This is an optimization exercise on Yosys and OpenROAD, whose aim is small area and a short achievable clock period, not a production implementation. At most, simulation tests tie the RTL to the original design; equivalence was not proved. Function not checked in run 3: the RTL went through the layout flow alone. No activity file was given, so power comes from the tool's default toggle rates.

===== design/flow/design.v =====
module PulseSignal #(
    parameter int DELAY = 1,
    parameter bit RZ    = 1   
)
(
    input  logic clk,
    input  logic ena,
    input  logic rst_n,
    output logic dout
);
    localparam int CNTWIDTH = $clog2(DELAY + 2);
    logic [CNTWIDTH-1:0] count;
    always_ff @(posedge clk) begin
        if (!rst_n) begin
            count <= '0;
            dout  <= 1'b0;
        end
        else if (ena) begin
            if (count <= DELAY)
                count <= count + 1'b1;
            if (count == DELAY)
                dout <= 1'b1;          
            else if (RZ && (count > DELAY))
                dout <= 1'b0;          
        end
    end
endmodule
module CIC_Decimation #(
    parameter int WIDTH_IN  = 16,
    parameter int NUM_STAGE = 5,
    parameter int MAX_RATE  = 16,
    parameter int WIDTH_OUT = WIDTH_IN + NUM_STAGE * $clog2(MAX_RATE)
)
(
    input  clk, ena, rst_n,
    input  logic signed [WIDTH_IN-1:0]  din_odd, din_even,
    input  [7:0] rate,
    output logic signed [WIDTH_OUT-1:0] dout,
    output vld, rdy
);
    localparam int BW = WIDTH_OUT;              
    localparam int NST = NUM_STAGE;             
    localparam int NS = 7;                      
    localparam logic [8*(NS+1)-1:0] SB = {8'd36, 8'd31, 8'd26, 8'd21, 8'd16, 8'd11, 8'd6, 8'd0};
    localparam int NCB = NST - 1;
    localparam logic [NCB-1:0] CPIPE = 4'b1010;
    localparam int NCG = CPIPE[0] + CPIPE[1] + CPIPE[2] + CPIPE[3];   
    localparam int NV = NST + NS + 1;
    logic [NV-1:0] tok;
    logic rst_q, clr_q;
    always_ff @(posedge clk) begin
        rst_q <= rst_n;
        clr_q <= !rst_n;
    end
    always_ff @(posedge clk) begin
        tok[0] <= ena & rst_n;
        if (!rst_q) tok[NV-1:1] <= '0;
        else        tok[NV-1:1] <= tok[NV-2:0];
    end
    logic [WIDTH_IN-1:0] xe_d [NS];    
    logic [WIDTH_IN-1:0] xo_d [NS];
    always_ff @(posedge clk) begin
        xe_d[0] <= din_even;
        xo_d[0] <= din_odd;
        for (int k = 1; k < NS; k++) begin
            xe_d[k] <= xe_d[k-1];
            xo_d[k] <= xo_d[k-1];
        end
    end
    logic [BW-1:0] xe_s, xo_s;
    genvar i, j, b;
    generate
        for (j = 0; j < NS; j++) begin : g_isk
            for (b = SB[8*j +: 8]; b < SB[8*(j+1) +: 8]; b++) begin : g_b
                assign xe_s[b] = xe_d[j][(b < WIDTH_IN) ? b : WIDTH_IN-1];
                assign xo_s[b] = xo_d[j][(b < WIDTH_IN) ? b : WIDTH_IN-1];
            end
        end
    endgenerate
    logic [BW-1:0] acc [NST];    
    logic [BW-1:0] evn [NST];    
    logic [BW-1:0] i_a [NST], i_b [NST], i_e [NST], i_o [NST];
    logic [NS-1:0] ce_q [NST], co_q [NST];    
    logic [NS:0]   ce_c [NST], co_c [NST];    
    logic [NS-1:0] sel_e, sel_o;
    logic [BW-1:0] dn;           
    generate
        for (i = 0; i < NST; i++) begin : g_int
            if (i == 0) begin : g_in
                assign i_a[i] = xe_s;
                assign i_b[i] = xo_s;
            end else begin : g_mid
                assign i_a[i] = evn[i-1];
                assign i_b[i] = acc[i-1];
            end
            for (j = 0; j < NS; j++) begin : g_sl
                localparam int LO = SB[8*j +: 8];
                localparam int HI = SB[8*(j+1) +: 8] - 1;
                logic [HI-LO+1:0] ce, co;
                assign ce[0] = (j == 0) ? 1'b0 : ce_q[i][j-1];
                assign co[0] = (j == 0) ? 1'b0 : co_q[i][j-1];
                for (b = LO; b <= HI; b++) begin : g_b
                    if (b == 0) begin : g_h
                        assign i_e[i][b]    = acc[i][b] ^ i_a[i][b];
                        assign ce[b-LO+1]   = acc[i][b] & i_a[i][b];
                        assign i_o[i][b]    = i_e[i][b] ^ i_b[i][b];
                        assign co[b-LO+1]   = i_e[i][b] & i_b[i][b];
                    end else begin : g_f
                        cic_fa u_fe (.a(acc[i][b]), .b(i_a[i][b]), .c(ce[b-LO]), .s(i_e[i][b]), .co(ce[b-LO+1]));
                        cic_fa u_fo (.a(i_e[i][b]), .b(i_b[i][b]), .c(co[b-LO]), .s(i_o[i][b]), .co(co[b-LO+1]));
                    end
                end
                if (j < NS - 1) begin : g_cq
                    always_ff @(posedge clk) begin
                        ce_q[i][j] <= ce[HI-LO+1];
                        co_q[i][j] <= co[HI-LO+1];
                    end
                end
                if (i < NST - 1) begin : g_acc
                    always_ff @(posedge clk) begin
                        if (clr_q)
                            acc[i][HI:LO] <= '0;
                        else if (tok[i+j])
                            acc[i][HI:LO] <= i_o[i][HI:LO];
                    end
                end else begin : g_dump
                    always_ff @(posedge clk) begin
                        if (tok[i+j])
                            acc[i][HI:LO] <= sel_e[j] ? i_b[i][HI:LO] :
                                             sel_o[j] ? '0 : i_o[i][HI:LO];
                    end
                end
                if (i < NST - 1) begin : g_ev
                    always_ff @(posedge clk) evn[i][HI:LO] <= i_e[i][HI:LO];
                end else begin : g_dn
                    always_ff @(posedge clk)
                        dn[HI:LO] <= sel_e[j] ? i_e[i][HI:LO] : i_o[i][HI:LO];
                end
            end
        end
    endgenerate
    logic [4:0] rate_q;
    always_ff @(posedge clk) rate_q <= rate[4:0];
    logic       ctl_tok;
    assign ctl_tok = tok[NST-2];
    logic [2:0] pcnt;            
    logic [4:0] cd;              
    logic [5:0] cd2;
    logic       take_e, take_o, take;
    assign cd2    = {1'b0, cd} + 6'd2;
    assign take_e = ctl_tok && (pcnt == 3'd6) && (cd == 5'd0);
    assign take_o = ctl_tok && (pcnt == 3'd6) && (cd != 5'd0) && (cd2 > {1'b0, rate_q});
    assign take   = take_e | take_o;
    always_ff @(posedge clk) begin
        if (!rst_q) begin
            pcnt <= '0;
            cd   <= '0;
        end else if (ctl_tok) begin
            if (pcnt != 3'd6) pcnt <= pcnt + 3'd1;
            if (pcnt == 3'd6)
                cd <= (cd2 >= {1'b0, rate_q}) ? 5'(cd2 - {1'b0, rate_q}) : cd2[4:0];
        end
    end
    logic [NS-1:0] sel_q, selo_q;
    always_ff @(posedge clk) begin
        sel_q  <= {sel_q[NS-2:0], take_e};
        selo_q <= {selo_q[NS-2:0], take_o};
    end
    assign sel_e = sel_q;
    assign sel_o = selo_q;
    localparam int ND = NS + NCG - 1;
    logic [ND-1:0] dtok;
    always_ff @(posedge clk) begin
        if (!rst_q) dtok <= '0;
        else        dtok <= {dtok[ND-2:0], (sel_q[0] | selo_q[0]) & tok[NST-1]};
    end
    logic [BW-1:0] c_x [NCB], c_y [NCB], c_d [NCB];
    logic [BW-1:0] c_p [NCB];           
    logic [NS-1:0] cc_q [NCB];
    generate
        for (i = 0; i < NCB; i++) begin : g_comb
            if (i == 0) begin : g_in
                assign c_x[i] = dn;
            end else if (CPIPE[i-1]) begin : g_reg
                assign c_x[i] = c_p[i-1];
            end else begin : g_wire
                assign c_x[i] = c_y[i-1];
            end
            localparam int CG = (i > 0 ? CPIPE[0] : 0) + (i > 1 ? CPIPE[1] : 0) + (i > 2 ? CPIPE[2] : 0);
            for (j = 0; j < NS; j++) begin : g_sl
                localparam int LO = SB[8*j +: 8];
                localparam int HI = SB[8*(j+1) +: 8] - 1;
                logic [HI-LO+1:0] cc;
                assign cc[0] = (j == 0) ? 1'b1 : cc_q[i][j-1];
                for (b = LO; b <= HI; b++) begin : g_b
                    if (b == 0) begin : g_h
                        assign c_y[i][b]  = c_x[i][b] ^ c_d[i][b];
                        assign cc[b-LO+1] = c_x[i][b] | ~c_d[i][b];
                    end else begin : g_f
                        cic_fa u_fc (.a(c_x[i][b]), .b(~c_d[i][b]), .c(cc[b-LO]), .s(c_y[i][b]), .co(cc[b-LO+1]));
                    end
                end
                if (j < NS - 1) begin : g_cq
                    always_ff @(posedge clk) cc_q[i][j] <= cc[HI-LO+1];
                end
                always_ff @(posedge clk)
                    if (dtok[j + CG]) c_d[i][HI:LO] <= c_x[i][HI:LO];
                if (CPIPE[i] && i < NCB - 1) begin : g_p
                    always_ff @(posedge clk) c_p[i][HI:LO] <= c_y[i][HI:LO];
                end
            end
        end
    endgenerate
    logic [BW-1:0] dq;
    generate
        for (j = 0; j < NS; j++) begin : g_dsk
            localparam int LO = SB[8*j +: 8];
            localparam int HI = SB[8*(j+1) +: 8] - 1;
            localparam int DL = NS - 1 - j;
            if (DL == 0) begin : g_0
                assign dq[HI:LO] = c_y[NCB-1][HI:LO];
            end else begin : g_n
                logic [HI-LO:0] sh [DL];
                always_ff @(posedge clk) begin
                    sh[0] <= c_y[NCB-1][HI:LO];
                    for (int k = 1; k < DL; k++) sh[k] <= sh[k-1];
                end
                assign dq[HI:LO] = sh[DL-1];
            end
        end
    endgenerate
    logic [2:0] ocnt;
    logic       out_ok;
    assign out_ok = dtok[ND-1] && (ocnt == 3'd6);
    always_ff @(posedge clk) begin
        if (!rst_q) ocnt <= '0;
        else if (dtok[ND-1] && ocnt != 3'd6) ocnt <= ocnt + 3'd1;
    end
    logic vld_q, rdy_q;
    logic [BW-1:0] dout_q;
    always_ff @(posedge clk) begin
        dout_q <= dq;
        if (!rst_n) begin
            vld_q <= 1'b0;
            rdy_q <= 1'b0;
        end else begin
            vld_q <= out_ok & rst_q;
            rdy_q <= rdy_q | (out_ok & rst_q);
        end
    end
    assign dout = dout_q;
    assign vld  = vld_q;
    assign rdy  = rdy_q;
endmodule
module cic_fa (
    input  logic a, b, c,
    output logic s, co
);
    assign s  = a ^ b ^ c;
    assign co = (a & b) | (a & c) | (b & c);
endmodule

===== design/flow/flow/run.sh =====
#!/bin/bash
# The standard layout (standard.sh), with two changes to how the layout
# is made: the input and output port buffers are sky130_fd_sc_hd__buf_2
# instead of the cell buffer_ports picks by default, and clock tree synthesis
# inserts no dummy loads. make's output goes to standard.log; ORFS keeps each
# tool's own log under orfs/logs/.
set -euo pipefail
export BUFFER_PORTS_ARGS="-buffer_cell sky130_fd_sc_hd__buf_2"
export CTS_ARGS="-sink_clustering_enable -repair_clock_nets -sink_clustering_size 30 -sink_clustering_max_diameter 60 -dont_use_dummy_load -no_insertion_delay"
bash standard.sh > standard.log 2>&1

===== design/flow/standard.sh =====
#!/bin/bash
# synth_recipe.tcl (not shown) runs the flow's synth.tcl, then flattens the netlist and writes it again
# the make line also repeats each setting of config.mk as NAME=value (left out here)
make -C /OpenROAD-flow-scripts/flow DESIGN_CONFIG=/design/flow/config.mk WORK_HOME=/design/flow/orfs CLKGATE_MAP_FILE= SYNTH_SCRIPT=/design/flow/synth_recipe.tcl "${@:-finish}"

===== design/flow/config.mk =====
export PLATFORM = sky130hd
export DESIGN_NAME = CIC_Decimation
export DESIGN_NICKNAME = CIC_Decimation
export VERILOG_FILES = /design/flow/design.v
export SDC_FILE = /design/flow/constraint.sdc
export NUM_CORES = 4
export LEC_CHECK = 0
export CAP_MARGIN = 20
export CORE_MARGIN = 2
export CORE_UTILIZATION = 70
export CTS_CLUSTER_DIAMETER = 60
export CTS_CLUSTER_SIZE = 30
export SLEW_MARGIN = 20
export SYNTH_HIERARCHICAL = 1
export SYNTH_MINIMUM_KEEP_SIZE = 0

===== design/flow/constraint.sdc =====
create_clock -name core_clock -period 14.0 [get_ports {clk}]
set_input_delay 2.8000 -clock core_clock [delete_from_list [all_inputs] [get_ports {clk}]]
set_output_delay 2.8000 -clock core_clock [all_outputs]
set_load 0.01 [all_outputs]

==> flow_summary_export.csv, run 1 <==
group,metric,value,unit
route,wl_per_cell,15.33,um
place,routabilityCongestion,0.7677,
logic_synthesis,synth_ff_type,"dfxtp_1",
die,initial_utilization,71.05,%
die,num_io_pins,81,
place,dp_cells,2799,
place,hpwlAfterDp,32770,um
setup_path,endpoint_kind,"primary output",
setup_path,cp.arrival,1080,ps
pwr,cellPowerDensity,168.8,nW/um^2
logic_synthesis,synth.net_count,2705,
route,wl,43640,um
die,die-area,50340,um^2
setup_path,path_buf_inv,1,
logic_synthesis,synth_seq_cells,894,
clocking,hold_buffers,0,
setup_path,critPathMaxFanout,2,
clocking,root_buffer,"clkbuf_16",
logic_synthesis,synth_cell_types,46,
setup_path,worst_ep_required_time,11200,ps
global_routing,first_global_vias,15960,
clocking,ctsLongestPathBuffers,3,
timing,worstMarginPinSlew,1025,ps
clocking,post_cts_resized,0,
timing,tns,0,ps
logic_synthesis,synth.largest_area_cell,"dfxtp_1",
route,post-route-drc-count,0,
finish,final_layout_size_suffix_gt1_share,6.499,%
clocking,clkSinkCount,894,
run_status,status,"finished clean",
setup_path,start_kind,"flip-flop",
die,coreArea,47850,um^2
clocking,clkLatencyLatePin,610,ps
logic_synthesis,yosysMostFrequentCell,"dfxtp_1",
finish,fin_nets,2791,
logic_synthesis,ys_warn_count,49,
logic_synthesis,yosysSeqAreaShare,57.95,%
route,drtIter0Drc,630,
pwr,finalPower,6.108,mW
worst_hold_path,hold_path_class,"flip-flop to flip-flop",
finish,area_growth,6.452,%
route,ant_nets,0,
clocking,h-tree-depth,2,
setup_path,critPathMaxStageDelay,340,ps
timing,rsz0062_at_grt,"no",
setup_path,critical_path.slowest_cell,"dfxtp_1",
setup_path,path_class,"flip-flop to primary output",
logic_synthesis,yosys-top-cells-count,"dfxtp_1 (714), fa_1 (491), edfxtp_1 (180)",
setup_path,crit_chain,"buf_2",
setup_path,cp_top_family,"flip-flops",
global_routing,antenna_found_initial,1,
clocking,cts_setup_buffers,0,
global_routing,grt_pass1_wl,77740,um
timing,report.final.slew_viol_count,0,
timing,final.period_utilization,27.70,%
global_routing,grt_max_degree,74,
timing,fmax,257.9,MHz
timing,hold_ws,309.8,ps
logic_synthesis,ys_async_sr_fraction,0,%
global_routing,grt_usage,19.12,%
timing,skew,51.91,ps
logic_synthesis,synthCells,2147,
timing,period_needed,3878,ps
route,drt_pass1_iterations,5,
clocking,clk_pin_slew,100,ps
timing,finalHoldViolCount,0,
job,cap_violations,0,
clocking,tritoncts,"done",
logic_synthesis,syn_area,33990,um^2
logic_synthesis,synth_edf_count,180,
global_routing,overflow,0,
timing,setup_viol,0,
logic_synthesis,synthTopCellsByArea,"dfxtp_1 (42%), fa_1 (29%), edfxtp_1 (16%), mux2i_1 (4.2%), inv_1 (1.8%)",
logic_synthesis,synth_top_cell_area_share,42.05,%
die,die_x,224.4,um
route,via_count,14540,
timing,relSlewSlack,31.58,%
die,rows,80,
pwr,p_leak,14.80,nW
finish,final_cell_count_no_fill,2847,
route,drt-vias-per-instance,5.108,
pwr,vdd_drop_max,0.1454,mV
place,port_buffers,77,
logic_synthesis,avgSynthCellArea,15.83,um^2
finish,fillers,2953,
die,die_h,224.4,um
clocking,cts-buffers-inserted,47,
-- registers in the layout (all words and copies together), names as in the netlist, 5 cells and up --
signal,flops
dn,36
c_p,36
cc_q,24
sel_q,7
co_q,30
rate_q,5
xo_d,35
selo_q,7
tok,10
evn,144
acc,180
c_d,144
dtok,8
cd,5
xe_d,35
dout_q,36
g_dsk.g_n.sh,111
ce_q,30
-- modules after synthesis (local to each module, per instance) --
module	cells	cell area, um^2	flops+latches
cic_fa	1	20.02	0
CIC_Decimation	1657	24180	894
-- final cells by class --
class	count	area (um^2)	area share, %
well taps	615	769.5	2.126
diodes	1	2.502	0.006915
repair buffers	83	430.4	1.189
flip-flops and latches	894	19700	54.45
multi-input cells	1045	13500	37.30
inverters	162	608.1	1.680
clock buffers	47	1176	3.250
-- power breakdown --
group	switching, mW	internal (mW)	leakage, nW
Clock	0.726	0.598	0.579
Sequential	0.225	3.24	7.56
Combinational	0.685	0.634	6.67
Total	1.64	4.47	14.8
-- routing by layer --
layer	vias to the layer above	GRT usage, %	part of all wire (%)
met1	7301	29.35	48
met2	187	29.54	47
li1	6987	-	-
met5	-	0	0
met3	68	2.495	2.9
met4	0	5.341	2.0
-- metrics by stage --
step | instance area (um^2) | utilization, % | setup slack (ps)
after floorplan | 33990 | - | 10520
after global placement | 35010 | 73.17 | 10420
after detailed placement | 35010 | 73.17 | 10340
after CTS | 36180 | 75.63 | 10070
after global routing | 36180 | 75.63 | 10050
final | 36190 | 75.63 | 10120
-- logic make-up (layout without fill, tap and decap cells) --
group                      Yosys count  after routing  synth area share (%)
DFF                                894            894                 57.95
other                                0              1                     0
adders and majority gates          515            515                 29.80
and+or+nand+nor                    303            303                 3.846
xor gates and xnor gates             5              5                0.1288
buffers and inverters              208            292                 2.348
muxes                              154            154                 4.571
AOI/OAI and AO/OA                   68             68                 1.358
-- worst paths after layout --
check / from / end / slack [ps] / depth (start not counted)
worst max-delay path: rdy_q / rdy / 10120 / 1
worst min-delay path: xe_d[1][11] / xe_d[2][11] / 310 / 0
worst max register to register: acc[4][0] / acc[4][5] / 10330 / 8
worst min register to register: xe_d[1][11] / xe_d[2][11] / 310 / 0
-- placed cells by master, fill, tap and decap left out, types with 6 or more instances in the layout --
cell type / count
nand2_1: 82
a22o_1: 10
o21ai_0: 29
nand2b_1: 27
clkbuf_16: 47
edfxtp_1: 180
mux2_2: 10
nor2_1: 155
mux2i_1: 144
buf_2: 77
and2_1: 19
fa_1: 491
inv_1: 161
a21oi_1: 6
dfxtp_1: 712
buf_4: 6
ha_1: 24
==> run 2, diff against run 1 <==
--- a/design/flow/flow/run.sh
+++ b/design/flow/flow/run.sh
@@ -6,5 +6,5 @@
 # tool's own log under orfs/logs/.
 set -euo pipefail
 export BUFFER_PORTS_ARGS="-buffer_cell sky130_fd_sc_hd__buf_2"
-export CTS_ARGS="-sink_clustering_enable -repair_clock_nets -sink_clustering_size 30 -sink_clustering_max_diameter 60 -dont_use_dummy_load -no_insertion_delay"
+export CTS_ARGS="-sink_clustering_enable -repair_clock_nets -sink_clustering_size 30 -sink_clustering_max_diameter 60 -dont_use_dummy_load -apply_ndr full"
 bash standard.sh > standard.log 2>&1
--- a/design/flow/config.mk
+++ b/design/flow/config.mk
@@ -7,7 +7,7 @@
 export LEC_CHECK = 0
 export CAP_MARGIN = 20
 export CORE_MARGIN = 2
-export CORE_UTILIZATION = 70
+export CORE_UTILIZATION = 85
 export CTS_CLUSTER_DIAMETER = 60
 export CTS_CLUSTER_SIZE = 30
 export SLEW_MARGIN = 20
==> flow_summary_export.csv, run 2 <==
group,metric,value,unit
logic_synthesis,synthXorXnorAreaFrac,0.1288,%
finish,area_growth,5.672,%
setup_path,critPathMaxStageDelay,350,ps
timing,worstMarginPinSlew,1111,ps
clocking,post_cts_resized,0,
logic_synthesis,ys_async_sr_fraction,0,%
clocking,clk_pin_slew,100,ps
setup_path,path_depth,1,
timing,report.final.slew_viol_count,0,
run_status,status,"finished clean",
global_routing,first_global_vias,19050,
route,wl,67860,um
logic_synthesis,yosysMostFrequentCell,"dfxtp_1",
setup_path,cp_top_family,"flip-flops",
logic_synthesis,avgSynthCellArea,15.83,um^2
route,drt_pass1_iterations,7,
timing,rsz0062_at_grt,"no",
clocking,hold_buffers,0,
die,rows,73,
finish,final_layout_size_suffix_gt1_share,6.247,%
setup_path,crit_chain,"buf_2",
timing,finalHoldViolCount,0,
worst_hold_path,min_to,"xe_d[1][12]",
job,cap_violations,0,
clocking,clkSinkCount,894,
place,hpwlAfterDp,41410,um
logic_synthesis,yosys-top-cells-count,"dfxtp_1 (714), fa_1 (491), edfxtp_1 (180)",
clocking,root_buffer,"clkbuf_16",
place,routabilityCongestion,0.7547,
logic_synthesis,synth.area.mux_share,4.571,%
logic_synthesis,synth-compound-area-share,1.358,%
logic_synthesis,synth_fa_ha_area_share,29.80,%
pwr,p_leak,14.73,nW
worst_hold_path,min_from,"xe_d[0][12]",
place,dp_cells,2709,
pwr,finalPower,6.432,mW
setup_path,critPathMaxFanout,1,
logic_synthesis,ys_warn_count,49,
setup_path,worst_ep_required_time,11200,ps
setup_path,critical_path.slowest_cell,"dfxtp_1",
global_routing,grt_max_degree,78,
finish,final_cell_mix,"dfxtp_1 (712), fa_1 (491), edfxtp_1 (180), inv_1 (161), nor2_1 (155)",
global_routing,overflow,0,
route,drt-vias-per-instance,6.039,
timing,setup_viol,0,
setup_path,endpoint_kind,"primary output",
setup_path,start_kind,"flip-flop",
timing,period_needed,3883,ps
clocking,cts-buffers-inserted,41,
route,drtIter0Drc,1545,
worst_hold_path,whs_path_depth,0,
place,port_buffers,77,
route,highest-signal-layer,"met5",
route,post-route-drc-count,0,
clocking,tritoncts,"done",
logic_synthesis,synthTopCellsByArea,"dfxtp_1 (42%), fa_1 (29%), edfxtp_1 (16%), mux2i_1 (4.2%), inv_1 (1.8%)",
finish,fillers,1204,
clocking,clkLatencyLatePin,610,ps
clocking,cts_setup_buffers,0,
die,die_h,204.0,um
route,dr_wl_met2,36750,um
timing,relSlewSlack,25.82,%
logic_synthesis,synthCells,2147,
route,wl_met1,24460,um
logic_synthesis,synth_top_cell_area_share,42.05,%
logic_synthesis,synth.largest_area_cell,"dfxtp_1",
global_routing,grt_usage,35.30,%
finish,final_common_cell,"dfxtp_1",
setup_path,r2r_slack,10250,ps
setup_path,cp.arrival,1080,ps
finish,n_antenna_cell,0,
setup_path,path_class,"flip-flop to primary output",
logic_synthesis,syn_area,33990,um^2
die,die_x,204.0,um
die,coreArea,39640,um^2
route,wl_per_cell,24.67,um
setup_path,path_buf_inv,1,
clocking,h-tree-depth,2,
die,initial_utilization,85.76,%
logic_synthesis,yosys.area_share.simple,3.846,%
logic_synthesis,synth.net_count,2705,
logic_synthesis,synth_ff_type,"dfxtp_1",
finish,fin_nets,2785,
finish,regMostFlops,"acc",
logic_synthesis,yosysSeqAreaShare,57.95,%
clocking,ctsLongestPathBuffers,3,
setup_path,regToRegEndpoint,"acc[4][20]",
setup_path,reg2reg_depth,7,
global_routing,antenna_found_initial,1,
die,num_io_pins,81,
timing,tns,0,ps
finish,reg_top3,"acc x180, c_d x144, evn x144",
logic_synthesis,synth_top_family_by_area,"adder cells",
setup_path,r2r_start,"acc[4][16]",
route,wl_met3,3688,um
route,ant_nets,0,
worst_hold_path,hold_path_class,"flip-flop to flip-flop",
logic_synthesis,synth_edf_count,180,
finish,largest_reg_flops,180,
die,die-area,41610,um^2
timing,skew,39.41,ps
route,via_count,16610,
logic_synthesis,synth_seq_cells,894,
timing,fmax,257.5,MHz
timing,final.period_utilization,27.74,%
finish,final_cell_count_no_fill,2750,
pwr,cellPowerDensity,179.1,nW/um^2
global_routing,grt_pass1_wl,108700,um
logic_synthesis,synth_cell_types,46,
pwr,vdd_drop_max,0.1173,mV
[run 2: report_power, final]
group          leakage (nW)  total [mW]  switching (mW)  internal [mW]
clock network         0.505        1.28           0.757          0.527
logic                  6.67        1.63           0.897          0.731
registers              7.56        3.52           0.277           3.24
total                  14.7        6.43            1.93           4.50
[run 2: cell type report]
type	instances	area [um^2]	area share, %
sequential	894	19700	54.85
multi-input combinational	1045	13500	37.57
clock buffer	41	1026	2.856
tap	525	656.9	1.829
inverter	162	608.1	1.693
timing repair buffer	83	430.4	1.198
[run 2: worst reg2reg max path: stages, from the launching register on]
cell and delay (ps):
edfxtp_1 430, fa_1 500, fa_1 410, fa_1 400, fa_1 520, fa_1 490, fa_1 540, a22o_1 230
[run 2: metal layers]
| metal | GRT usage, % | up-vias |
|---|---|---|
| li1 | - | 6938 |
| met1 | 44.70 | 8691 |
| met2 | 62.62 | 739 |
| met3 | 4.990 | 235 |
| met4 | 14.10 | 4 |
| met5 | 0 | - |
[run 2: per-stage QoR]
stage	utilization, %	hold WS [ps]	worst slack, ps	instance area (um^2)
floorplan	-	309.6	10520	33990
global placement	88.03	309.7	10430	34890
detailed placement	88.03	312.1	10320	34890
CTS	90.62	317.4	10080	35920
global route	90.62	320.3	10070	35920
finish	90.62	312.7	10120	35920
[run 2: cell families (layout without fill, tap and decap cells)]
| group | Yosys count | count (layout) |
|---|---|---|
| flops | 894 | 894 |
| mux | 154 | 154 |
| simple gates | 303 | 303 |
| xor+xnor | 5 | 5 |
| buf+inv | 208 | 286 |
| compound gates | 68 | 68 |
| fa+ha+maj | 515 | 515 |
[run 2: worst max path at each step]
stage	from	end
floorplan	acc[4][0]	acc[4][5]
global placement	acc[4][0]	acc[4][5]
detailed placement	acc[4][0]	acc[4][5]
CTS	dout_q[3]	dout[3]
global route	dout_q[15]	dout[15]
finish	dout_q[15]	dout[15]
[run 2: per-module statistics from Yosys, one instance, submodules excluded]
module          cells  cell area (um^2)  times used
cic_fa              1             20.02         490
CIC_Decimation   1657             24180           1
==> run 3, diff against run 2 <==
--- a/design/flow/design.v
+++ b/design/flow/design.v
@@ -40,8 +40,8 @@
 );
     localparam int BW = WIDTH_OUT;              
     localparam int NST = NUM_STAGE;             
-    localparam int NS = 7;                      
-    localparam logic [8*(NS+1)-1:0] SB = {8'd36, 8'd31, 8'd26, 8'd21, 8'd16, 8'd11, 8'd6, 8'd0};
+    localparam int NS = 6;                      
+    localparam logic [8*(NS+1)-1:0] SB = {8'd36, 8'd30, 8'd24, 8'd18, 8'd12, 8'd6, 8'd0};
     localparam int NCB = NST - 1;
     localparam logic [NCB-1:0] CPIPE = 4'b1010;
     localparam int NCG = CPIPE[0] + CPIPE[1] + CPIPE[2] + CPIPE[3];   
--- a/design/flow/flow/run.sh
+++ b/design/flow/flow/run.sh
@@ -6,5 +6,5 @@
 # tool's own log under orfs/logs/.
 set -euo pipefail
 export BUFFER_PORTS_ARGS="-buffer_cell sky130_fd_sc_hd__buf_2"
-export CTS_ARGS="-sink_clustering_enable -repair_clock_nets -sink_clustering_size 30 -sink_clustering_max_diameter 60 -dont_use_dummy_load -apply_ndr full"
+export CTS_ARGS="-sink_clustering_enable -repair_clock_nets -sink_clustering_size 30 -sink_clustering_max_diameter 60 -dont_use_dummy_load"
 bash standard.sh > standard.log 2>&1
--- a/design/flow/config.mk
+++ b/design/flow/config.mk
@@ -7,7 +7,7 @@
 export LEC_CHECK = 0
 export CAP_MARGIN = 20
 export CORE_MARGIN = 2
-export CORE_UTILIZATION = 85
+export CORE_UTILIZATION = 70
 export CTS_CLUSTER_DIAMETER = 60
 export CTS_CLUSTER_SIZE = 30
 export SLEW_MARGIN = 20
==> flow_summary_export.csv, run 3 <==
group,metric,value,unit
setup_path,worst_ep_required_time,14440,ps
global_routing,grt_max_degree,103,
die,die_x,221.5,um
global_routing,antenna_found_initial,0,
finish,fin_nets,2738,
finish,final_cell_count_no_fill,2785,
finish,n_antenna_cell,0,
setup_path,path_class,"flip-flop to flip-flop",
setup_path,critPathMaxFanout,7,
setup_path,endpoint_kind,"flip-flop",
die,num_io_pins,81,
pwr,finalPower,5.936,mW
route,drtIter0Drc,617,
die,initial_utilization,70.98,%
timing,final.setup.worst_slack,10020,ps
logic_synthesis,yosys-top-cells-count,"dfxtp_1 (671), fa_1 (491), edfxtp_1 (180)",
job,cap_violations,0,
place,hpwlAfterDp,32040,um
timing,period_needed,3975,ps
timing,rsz0062_at_grt,"no",
clocking,post_cts_resized,0,
logic_synthesis,syn_area,33120,um^2
logic_synthesis,synthTopCellsByArea,"dfxtp_1 (41%), fa_1 (30%), edfxtp_1 (16%), mux2i_1 (4.4%), inv_1 (1.8%)",
logic_synthesis,ys_warn_count,47,
route,wl_per_cell,15.24,um
logic_synthesis,synth.net_count,2660,
logic_synthesis,synth.largest_area_cell,"dfxtp_1",
route,post-route-drc-count,0,
logic_synthesis,synth_edf_count,180,
finish,final_cell_mix,"dfxtp_1 (666), fa_1 (491), edfxtp_1 (180), inv_1 (161), nor2_1 (154)",
clocking,h-tree-depth,2,
timing,relSlewSlack,28.94,%
clocking,tritoncts,"done",
logic_synthesis,avgSynthCellArea,15.75,um^2
finish,final_common_cell,"dfxtp_1",
global_routing,grt_busiest_layer,"met1",
global_routing,grtUsageMet3,3.366,%
finish,reg_top3,"acc x180, c_d x144, evn x144",
pwr,p_leak,14.40,nW
die,die_h,221.5,um
clocking,clk_pin_slew,100,ps
global_routing,grt_pass1_wl,75730,um
run_status,status,"finished clean",
global_routing,first_global_vias,15510,
route,drt-vias-per-instance,5.078,
die,coreArea,46650,um^2
place,dp_cells,2742,
route,drt_pass1_iterations,17,
timing,finalHoldViolCount,0,
timing,final.period_utilization,28.39,%
global_routing,use_met1,29.16,%
clocking,cts-buffers-inserted,43,
finish,area_growth,6.249,%
clocking,hold_buffers,0,
timing,hold_ws,298.4,ps
finish,postLayoutCellArea,35190,um^2
logic_synthesis,synth_cell_types,45,
timing,setup_viol,0,
setup_path,cp.arrival,4410,ps
clocking,clkSinkCount,851,
clocking,cts_setup_buffers,0,
finish,regMostFlops,"acc",
pwr,cellPowerDensity,168.7,nW/um^2
route,via_count,14140,
place,place_area,34100,um^2
logic_synthesis,synth_ff_type,"dfxtp_1",
global_routing,grt_usage,19.00,%
place,routabilityCongestion,0.7312,
route,wl,42450,um
global_routing,overflow,0,
place,dp_slack,10010,ps
clocking,clkLatencyLatePin,600,ps
logic_synthesis,yosysSeqAreaShare,56.89,%
place,port_buffers,77,
logic_synthesis,synthCells,2102,
finish,utilization,75.42,%
logic_synthesis,synth_top_cell_area_share,40.56,%
finish,largest_reg_flops,180,
timing,skew,48.20,ps
timing,report.final.slew_viol_count,0,
timing,worstMarginPinSlew,1066,ps
pwr,vdd_drop_max,0.1377,mV
timing,tns,0,ps
worst_hold_path,hold_path_class,"flip-flop to flip-flop",
setup_path,start_kind,"flip-flop",
logic_synthesis,yosysMostFrequentCell,"dfxtp_1",
clocking,root_buffer,"clkbuf_16",
clocking,ctsLongestPathBuffers,3,
global_routing,met2_usage,29.15,%
die,rows,79,
logic_synthesis,ys_async_sr_fraction,0,%
route,ant_nets,0,
finish,final_layout_size_suffix_gt1_share,6.749,%
logic_synthesis,synth_seq_cells,851,
timing,fmax,251.6,MHz
die,die-area,49060,um^2
## run 3: critical path: stages, from the launching register on
cell     delay [ps]
dfxtp_1         590
fa_1            540
fa_1            460
fa_1            390
fa_1            400
fa_1            390
fa_1            390
fa_1            430
mux2i_1         160
nor2_1           60
## run 3: layout make-up
class,instances,area [um^2]
inverter,162,608.1
fill,2850,11470
tap,607,759.5
multi-input combinational,1039,13460
clock buffer,43,1076
timing repair buffer,83,430.4
sequential,851,18850
## run 3: worst paths after layout
check | startpoint | to | slack [ps] | cells past startpoint
max reg2reg | xe_d[4][15] | acc[0][29] | 10020 | 9
max | xe_d[4][15] | acc[0][29] | 10020 | 9
min reg2reg | xo_d[0][11] | xo_d[1][11] | 300 | 0
min | xo_d[0][11] | xo_d[1][11] | 300 | 0
## run 3: modules after synthesis (local to each module, per instance)
module          times used  cells  flops+latches
cic_fa                 490      1              0
CIC_Decimation           1   1612            851
## run 3: cells by family after synthesis
logic type,Yosys count,share of synthesized area [%]
AO/OA/AOI/OAI,66,1.338
multiplexers,155,4.727
buffers and inverters,212,2.456
flip-flops,851,56.89
AND/OR/NAND/NOR,298,3.873
XOR/XNOR,5,0.1322
adder cells (fa/ha/maj),515,30.59
## run 3: report_power, final
part           internal, mW  switching, mW  total, mW
clock                 0.549          0.686       1.23
combinational         0.662          0.718       1.38
sequential             3.10          0.225       3.32
total                  4.31           1.63       5.94
## run 3: metal layers
metal | wire length, um | part of all wire (%) | vias up
met4 | 648 | 1.5 | 0
li1 | - | - | 6807
met1 | 20630 | 49 | 7123
met2 | 19720 | 46 | 166
met5 | 0 | 0 | -
met3 | 1444 | 3.4 | 47

## afterwards: timing with drivers on the ports
How much do the figures lean on ideal ports? The routed layouts below were timed once more, with nothing changed but the port constraints. Step 1 (the two cells are an assumption about what drives the block):
set clk [get_ports {clk}]
set_driving_cell -lib_cell sky130_fd_sc_hd__clkbuf_16 $clk
set_driving_cell -lib_cell sky130_fd_sc_hd__buf_2 [delete_from_list [all_inputs] $clk]
Step 2 moves the port delays by t, midway between the first and last clock arrival at a register: inputs arrive t later, outputs are due t later. That takes back most of the time a late clock gives input paths. Three values: no drivers, after step 1, after step 2; two values: the first two.
run | t (ns) | setup WS [ns] | clock arrival spread, ns | pins driven straight from the clock port
run 1 | 0.638 | 10.122 / 10.065 / 10.326 | 0.054 / 0.054 | 1
run 2 | 0.647 | 10.117 / 10.055 / 10.246 | 0.045 / 0.045 | 1
run 3 | 0.634 | 10.025 / 10.025 / 10.025 | 0.051 / 0.052 | 1
After both steps setup and hold are still met in every run listed.
